This design comes from an exercise in tuning for small area and a short achievable clock period on the open sky130 flow, not from production work. Only simulation tests tie the RTL to the original design; equivalence was not proved. The flow treats the clock pin as an ideal source. Dropping or thinning the clock tree relies on that and would not hold on a real chip. No activity file was given, so power comes from the tool's default toggle rates.

==> module sort, before the edit <==
module sort(
  input  [31:0] a, b, c, d, e, f,
  output [31:0] m, n, o, p, q, r);
  wire [31:0] x [0:5];
  assign x[0] = a; assign x[1] = b; assign x[2] = c;
  assign x[3] = d; assign x[4] = e; assign x[5] = f;
  localparam [31:0] INV_U = 32'hbaebaebb;
  wire [31:0] nx [0:5];
  genvar gi, gj, gk;
  generate
    for (gi = 0; gi < 6; gi = gi + 1) begin : g_inv
      assign nx[gi] = ~x[gi];
    end
  endgenerate
  wire [5:0] lt [0:5];
  generate
    for (gi = 0; gi < 6; gi = gi + 1) begin : g_row
      for (gj = 0; gj < 6; gj = gj + 1) begin : g_col
        if (gj > gi) begin : g_cmp
          sort_lt32 u_lt (.u(x[gi]), .v(x[gj]),
                          .n((nx[gi] & INV_U) | (nx[gj] & ~INV_U)),
                          .lt(lt[gi][gj]));
        end else begin : g_no
          assign lt[gi][gj] = 1'b0;
        end
      end
    end
  endgenerate
  reg [5:0] ahead [0:5];
  reg [5:0] sel [0:5];    
  reg [2:0] pos;
  integer i, j, k;
  always @(*) begin
    for (i = 0; i < 6; i = i + 1) ahead[i] = 6'd0;
    for (i = 0; i < 6; i = i + 1)
      for (j = i + 1; j < 6; j = j + 1) begin
        ahead[i][j] = lt[i][j];
        ahead[j][i] = ~lt[i][j];
      end
    for (k = 0; k < 6; k = k + 1) sel[k] = 6'd0;
    for (i = 0; i < 6; i = i + 1) begin
      pos = 3'd0;
      for (j = 0; j < 6; j = j + 1)
        pos = pos + ahead[i][j];
      for (k = 0; k < 6; k = k + 1)
        sel[k][i] = (pos == k);
    end
  end
  wire [5:0] seld [0:5];
  generate
    for (gk = 0; gk < 6; gk = gk + 1) begin : g_sd
      for (gi = 0; gi < 6; gi = gi + 1) begin : g_si
        sort_inv u_sd (.a(~sel[gk][gi]), .y(seld[gk][gi]));
      end
    end
  endgenerate
  wire [31:0] y [0:5];
  generate
    for (gk = 0; gk < 6; gk = gk + 1) begin : g_out
      for (gi = 0; gi < 32; gi = gi + 1) begin : g_bit
        sort_pick6 u_pick (.s(seld[gk]),
          .x({x[5][gi], x[4][gi], x[3][gi], x[2][gi], x[1][gi], x[0][gi]}),
          .y(y[gk][gi]));
      end
    end
  endgenerate
  assign m = y[0]; assign n = y[1]; assign o = y[2];
  assign p = y[3]; assign q = y[4]; assign r = y[5];
endmodule
==> module sort_inv, before the edit <==
module sort_inv(input a, output y);
  assign y = ~a;
endmodule
export LEC_CHECK = 0
export CAP_MARGIN = 20
export CORE_MARGIN = 2
export CORE_UTILIZATION = 40
export SLEW_MARGIN = 20
export SYNTH_HIERARCHICAL = 1
export SYNTH_MINIMUM_KEEP_SIZE = 0
export BUFFER_PORTS_ARGS = -buffer_cell sky130_fd_sc_hd__buf_1
export PRE_DETAIL_PLACE_TCL = /design/flow/flow/place_io_flops.tcl
export PRE_CTS_TCL = /design/flow/flow/cts_hook.tcl
create_clock -name core_clock -period 44.0 [get_ports {clk}]
standard.sh (not shown) runs the stock make flow with config.mk's settings and CLKGATE_MAP_FILE= SYNTH_SCRIPT=/design/flow/synth_recipe.tcl, a recipe that flattens the netlist after the stock synthesis.
==> flow/flow/run.sh <==
#!/bin/bash
# Layout flow: the standard flow (standard.sh) with three changes:
#  - the port buffers are the smallest buffer, buf_1;
#  - before detailed placement, each output flip-flop and its port buffer are
#    moved next to their port (flow/place_io_flops.tcl, ORFS's PRE_DETAIL_PLACE
#    hook); detailed placement then legalizes them;
#  - the clock tree is a two-level tree of clkbuf_16 built by flow/cts_hook.tcl
#    (ORFS's PRE_CTS hook) instead of TritonCTS.
# ORFS writes each tool's log under orfs/logs/; make's output goes to standard.log.
set -e
HERE=$(pwd)
cat >> config.mk <<EOC
export BUFFER_PORTS_ARGS = -buffer_cell sky130_fd_sc_hd__buf_1
export PRE_DETAIL_PLACE_TCL = $HERE/flow/place_io_flops.tcl
export PRE_CTS_TCL = $HERE/flow/cts_hook.tcl
EOC
bash standard.sh > standard.log 2>&1
Other scripts of this flow, unchanged in this note and not shown: flow/flow/clock_tree.tcl, flow/flow/cts_hook.tcl, flow/flow/place_io_flops.tcl
==> next run, changes <==
--- a/flow/design.v
+++ b/flow/design.v
@@ -60,25 +60,17 @@
       for (j = 0; j < 6; j = j + 1)
         pos = pos + ahead[i][j];
       for (k = 0; k < 6; k = k + 1)
         sel[k][i] = (pos == k);
     end
   end
-  wire [5:0] seld [0:5];
-  generate
-    for (gk = 0; gk < 6; gk = gk + 1) begin : g_sd
-      for (gi = 0; gi < 6; gi = gi + 1) begin : g_si
-        sort_inv u_sd (.a(~sel[gk][gi]), .y(seld[gk][gi]));
-      end
-    end
-  endgenerate
   wire [31:0] y [0:5];
   generate
     for (gk = 0; gk < 6; gk = gk + 1) begin : g_out
       for (gi = 0; gi < 32; gi = gi + 1) begin : g_bit
-        sort_pick6 u_pick (.s(seld[gk]),
+        sort_pick6 u_pick (.s(sel[gk]),
           .x({x[5][gi], x[4][gi], x[3][gi], x[2][gi], x[1][gi], x[0][gi]}),
           .y(y[gk][gi]));
       end
     end
   endgenerate
   assign m = y[0]; assign n = y[1]; assign o = y[2];
@@ -210,12 +202,9 @@
 module sort_oai21(input a1, a2, b1, output y);
   assign y = ~((a1 | a2) & b1);
 endmodule
 module sort_nand2(input a, b, output y);
   assign y = ~(a & b);
 endmodule
-module sort_inv(input a, output y);
-  assign y = ~a;
-endmodule
 module sort_nor2(input a, b, output y);
   assign y = ~(a | b);
 endmodule
After rerunning: The changed run passed the timing, DRC and antenna checks. Via count increases slightly. Synthesized area decreases slightly. Total power increases by a few percent. Routed wire length increases by a few percent. Global-route usage increases by 2.4 points. Die area decreases slightly. Register-to-register slack is worse by 100 ps. Critical path depth increases by 40.
No run of this note takes its clock network from TritonCTS; it comes from the design's own scripts or RTL.

## port drivers added, routing unchanged
The results above use ideal ports. As a check the final layouts listed here were re-extracted and re-timed, cells and wires unchanged. Step 1: set_driving_cell puts a clkbuf_16 on clk and a buf_2 on each other input, an assumption about the parent block. Step 2 times the ports against the registers' clock, not the clock port: input delays grow and output delays shrink by t, the midpoint of the rising clock arrivals with the driver on. a / b / c = no drivers / after step 1 / after step 2; a / b = the first two.
| run | shift t [ns] | setup slack, ns | hold slack, ns |
|---|---|---|---|
| the first run | 0.453 | 34.337 / 34.202 / 34.418 | 0.671 / 0.671 / 0.671 |
| the second run | 0.486 | 34.320 / 34.182 / 34.320 | 0.678 / 0.678 / 0.678 |
After both steps setup and hold are still met in every run listed.
